Background: an optimization exercise with open tools, aiming at small area, a short achievable clock period and few clock cycles. Do not read the settings as production practice.
Only simulation tests tie the RTL to the original design; equivalence was not proved.

Design cpu, start of the top module:
module cpu (clk, reset, mem_rdata, mem_addr, mem_wr, mem_wdata);
Size in the first run: about 1900 flip-flops, roughly 100000 um^2 of cells after synthesis.
==> flow/config.mk <==
export PLATFORM = sky130hd
export DESIGN_NAME = cpu
export DESIGN_NICKNAME = cpu
export VERILOG_FILES = /design/flow/design.v
export SDC_FILE = /design/flow/constraint.sdc
export NUM_CORES = 4
export LEC_CHECK = 0
export CAP_MARGIN = 60
export CELL_PAD_IN_SITES_DETAIL_PLACEMENT = 1
export CELL_PAD_IN_SITES_GLOBAL_PLACEMENT = 2
export CORE_MARGIN = 2
export CORE_UTILIZATION = 45
export CTS_CLUSTER_DIAMETER = 80
export CTS_CLUSTER_SIZE = 25
export PLACE_DENSITY = 0.6
export SLEW_MARGIN = 60
==> flow/constraint.sdc <==
create_clock -name core_clock -period 17.0 [get_ports {clk}]
set_input_delay 3.4000 -clock core_clock [delete_from_list [all_inputs] [get_ports {clk}]]
set_output_delay 3.4000 -clock core_clock [all_outputs]
set_load 0.01 [all_outputs]
standard.sh (not shown) runs the stock make flow with config.mk's settings and CLKGATE_MAP_FILE= SYNTH_SCRIPT=/design/flow/synth_recipe.tcl, a recipe that flattens the netlist after the stock synthesis.
==> flow/flow/run.sh <==
#!/bin/bash
# The standard layout (standard.sh, unchanged synthesis and steps), with
# ORFS's timing repair asked to leave a setup margin below the 17 ns clock
# and the port buffers made with buf_4 cells.  Every port still gets its
# buffer; the clock period and the constraints are the design's.
export SETUP_SLACK_MARGIN=12.3
export BUFFER_PORTS_ARGS="-buffer_cell sky130_fd_sc_hd__buf_4"
bash standard.sh > standard_flow.log 2>&1
Testbench counts at the start, summed over its fixed seeds: cycles 75,195.
Rerun with:
--- a/flow/flow/run.sh
+++ b/flow/flow/run.sh
@@ -6 +6 @@
-export SETUP_SLACK_MARGIN=12.3
+export SETUP_SLACK_MARGIN=12.4
- CAP_MARGIN: 60 -> 20
- CORE_UTILIZATION: 45 -> 50
- PLACE_DENSITY: 0.6 -> 0.62
- SLEW_MARGIN: 60 -> 20
What happened: With this change the flow finished with capacitance limit, slew limit left. Design area shrinks by 2.0%. Area after synthesis does not change. Worst setup slack loses 0.076 ns. Clock-buffer cell count falls by 10. Hold slack gets better by 0.0074 ns. Core utilization increases by 4.8 points. Via count increases by 2.6%.
Rerun with:
--- a/flow/flow/run.sh
+++ b/flow/flow/run.sh
@@ -6 +6 @@
-export SETUP_SLACK_MARGIN=12.4
+export SETUP_SLACK_MARGIN=12.3
- CORE_UTILIZATION: 50 -> 45
- PLACE_DENSITY: 0.62 -> 0.6
=> The new run finished with timing, DRC and antenna clean. Design area falls by 0.35%. Setup slack improved by 0.030 ns. Non-clock buffer count went down by 66. Sequential share of layout area went up by 0.15 points. Sequential cell count does not change. Critical path depth does not change. Global-route usage went down by 4.8 points. Synthesized cell count stays the same.

========
run A:
Starting RTL as in the previous note.
==> flow/design.v (excerpt) <==
module cpu (clk, reset, mem_rdata, mem_addr, mem_wr, mem_wdata);
Settings: LEC_CHECK=0, CAP_MARGIN=20, CELL_PAD_IN_SITES_DETAIL_PLACEMENT=1, CELL_PAD_IN_SITES_GLOBAL_PLACEMENT=2, CORE_MARGIN=2, CORE_UTILIZATION=45, CTS_CLUSTER_DIAMETER=60, CTS_CLUSTER_SIZE=20, PLACE_DENSITY=0.6, SLEW_MARGIN=20; clock period 17.0 ns.
==> flow/flow/run.sh <==
#!/bin/bash
# The standard layout (standard.sh, unchanged synthesis and steps), with
# ORFS's timing repair asked to leave a setup margin below the 17 ns clock
# and the port buffers made with buf_4 cells.  Every port still gets its
# buffer; the clock period and the constraints are the design's.
export SETUP_SLACK_MARGIN=12.3
export BUFFER_PORTS_ARGS="-buffer_cell sky130_fd_sc_hd__buf_4"
bash standard.sh > standard_flow.log 2>&1
Testbench counts of run A, summed over its fixed seeds: cycles 75,195.
Relative to run A, the following input files were edited for run B:
Settings: CAP_MARGIN changed from 20 to 60; SLEW_MARGIN changed from 20 to 60.
Run B ended up with maddr[19]$_DFF_PP0_ as its endpoint of the worst setup timing path; run A ended up with maddr[17]$_DFF_PP0_.
Run B ended with more count of clock-buffer cells in the layout than run A.
Compared to run A, run B reaches a higher achievable clock.
The data arrival time of the critical path was comparable across run B and run A.
For run C, these inputs were changed with respect to run B:
Settings: clearing CTS_CLUSTER_DIAMETER, which used to be 60; clearing CTS_CLUSTER_SIZE, which used to be 20.
==> flow/flow/run.sh <==
#!/bin/bash
# The standard layout (standard.sh, unchanged synthesis and steps), with
# ORFS's timing repair asked to leave a setup margin below the 17 ns clock.
# The clock period and the constraints are the design's.
export SETUP_SLACK_MARGIN=12.0
bash standard.sh > standard_flow.log 2>&1
Results
Having completed the whole flow, run C delivered a layout that passed the timing, DRC and antenna checks.
Run C vs run B — final non-filler cell area dropped slightly
Comparing run C and run B, the higher cell count along the critical path was measured on run C.
Compare run C and run B | ratio of final minimum period to clock period higher: run C
Die area came out exactly the same in run C and run B.
Termination of the worst setup path = maddr[19]$_DFF_PP0_: run B; termination of the worst setup path = maddr[27]$_DFF_PP0_: run C
STATUS register-to-register slack: run C loses against run B
Summary — worst setup slack, run C relative to run B: lower, by 0.17 ns.
### run C -> run D
==> flow/flow/run.sh <==
#!/bin/bash
# The standard layout (standard.sh, unchanged synthesis and steps), with
# ORFS's timing repair asked to leave a setup margin below the 17 ns clock
# and the port buffers made with buf_4 cells.  Every port still gets its
# buffer; the clock period and the constraints are the design's.
export SETUP_SLACK_MARGIN=12.3
export BUFFER_PORTS_ARGS="-buffer_cell sky130_fd_sc_hd__buf_4"
bash standard.sh > standard_flow.log 2>&1
Findings:
Proportion of cell area occupied by multi-input gates of run C is on par with run D. Run D vs run C: share of post-route cells with drive strength above 1 up. Of run C and run D, run D shows the higher relative area change from synthesis to final layout, with run C below it. In run D, the critical path depth came out 5 below the value in run C. Utilization run C -> run D: up. ~same flip-flop and latch area in run C and run D. Taking run C as the reference, in run D setup slack rose 0.20 ns, cell area after layout now larger. Final-layout clock buffer total (run D over run C): increase, 2. Run D ended up with more standard cells than run C.

========
== red ==
Another version of the RTL of cpu (not shown whole).
Size: ~9500 cells after synthesis, roughly 1900 flip-flops, ~99 I/O pins, ~0.10 sq mm of cells after synthesis.
==> flow/config.mk <==
export PLATFORM = sky130hd
export DESIGN_NAME = cpu
export DESIGN_NICKNAME = cpu
export VERILOG_FILES = /design/flow/design.v
export SDC_FILE = /design/flow/constraint.sdc
export NUM_CORES = 4
export LEC_CHECK = 0
export CAP_MARGIN = 20
export CELL_PAD_IN_SITES_DETAIL_PLACEMENT = 1
export CELL_PAD_IN_SITES_GLOBAL_PLACEMENT = 2
export CORE_MARGIN = 2
export CORE_UTILIZATION = 45
export PLACE_DENSITY = 0.6
export SLEW_MARGIN = 20
==> flow/constraint.sdc <==
create_clock -name core_clock -period 17.0 [get_ports {clk}]
set_input_delay 3.4000 -clock core_clock [delete_from_list [all_inputs] [get_ports {clk}]]
set_output_delay 3.4000 -clock core_clock [all_outputs]
set_load 0.01 [all_outputs]
==> flow/flow/run.sh <==
#!/bin/bash
# The standard layout (standard.sh, unchanged synthesis and steps), with
# ORFS's timing repair asked to leave a setup margin below the 17 ns clock.
# The clock period and the constraints are the design's.
export SETUP_SLACK_MARGIN=12.0
bash standard.sh > standard_flow.log 2>&1
red: PASS, flow complete, no timing, DRC or antenna violations
Testbench counts of red, summed over its fixed seeds: cycles 75,027.
Here is what was changed in the inputs of blue compared with red.
Settings: CAP_MARGIN now 60, was 20; SLEW_MARGIN now 60, was 20.
### Flow results
blue did not stop at any stage, and its layout met the timing, DRC and antenna checks.
Compared with red, blue shows a share of the final layout cell area in sequential cells that is 0.99 points lower.
Sort blue and red by remaining max-slew budget at the tightest pin, descending, and blue comes first.
Changes observed in blue relative to red: non-clock buffer count picked up an extra 143, number of clock buffers in the layout picked up an extra about 0.7%, final area picked up an extra about 2.5%, shortest period the worst path allows lost 0.068 ns.

-- what the ideal ports hide --
How much do the figures lean on ideal ports? The routed layouts below were timed once more, with nothing changed but the port constraints. Step 1 sets driving cells, clkbuf_16 on the clock port and buf_2 on the other inputs (assumed; they add their load-dependent delay and slew). Step 2, shift: input delay + t, output delay - t, t = (earliest + latest rising clock arrival at the registers) / 2. This alone moves slack from input paths to output paths. Slacks: ideal ports / drivers / drivers and shift; pairs: ideal ports / drivers.
| run | shift t [ns] | setup slack, ns | worst hold slack (ns) | worst register clock-pin slew, ns |
|---|---|---|---|---|
| the first run of note 1 | 0.984 | 12.000 / 11.983 / 11.147 | 0.335 / 0.335 / 0.335 | 0.11 / 0.11 |
| the second run of note 1 | 0.953 | 11.924 / 11.924 / 11.201 | 0.342 / 0.342 / 0.342 | 0.11 / 0.11 |
| the third run of note 1 | 0.975 | 11.954 / 11.954 / 11.143 | 0.334 / 0.334 / 0.334 | 0.11 / 0.11 |
| run A | 0.966 | 11.976 / 11.976 / 11.153 | 0.330 / 0.330 / 0.330 | 0.09 / 0.09 |
| run B | 0.982 | 12.025 / 11.999 / 11.092 | 0.329 / 0.329 / 0.329 | 0.09 / 0.09 |
| run C | 1.000 | 11.851 / 11.851 / 11.036 | 0.330 / 0.330 / 0.330 | 0.08 / 0.08 |
| run D | 0.984 | 12.048 / 11.985 / 11.109 | 0.328 / 0.328 / 0.328 | 0.08 / 0.08 |
| red | 0.990 | 11.714 / 11.714 / 10.846 | 0.340 / 0.340 / 0.340 | 0.07 / 0.07 |
| blue | 0.996 | 11.782 / 11.782 / 10.968 | 0.332 / 0.332 / 0.332 | 0.07 / 0.07 |
For run D, which loses most, drivers alone change the setup slack by -0.063 ns; drivers and shift together by -0.939 ns.
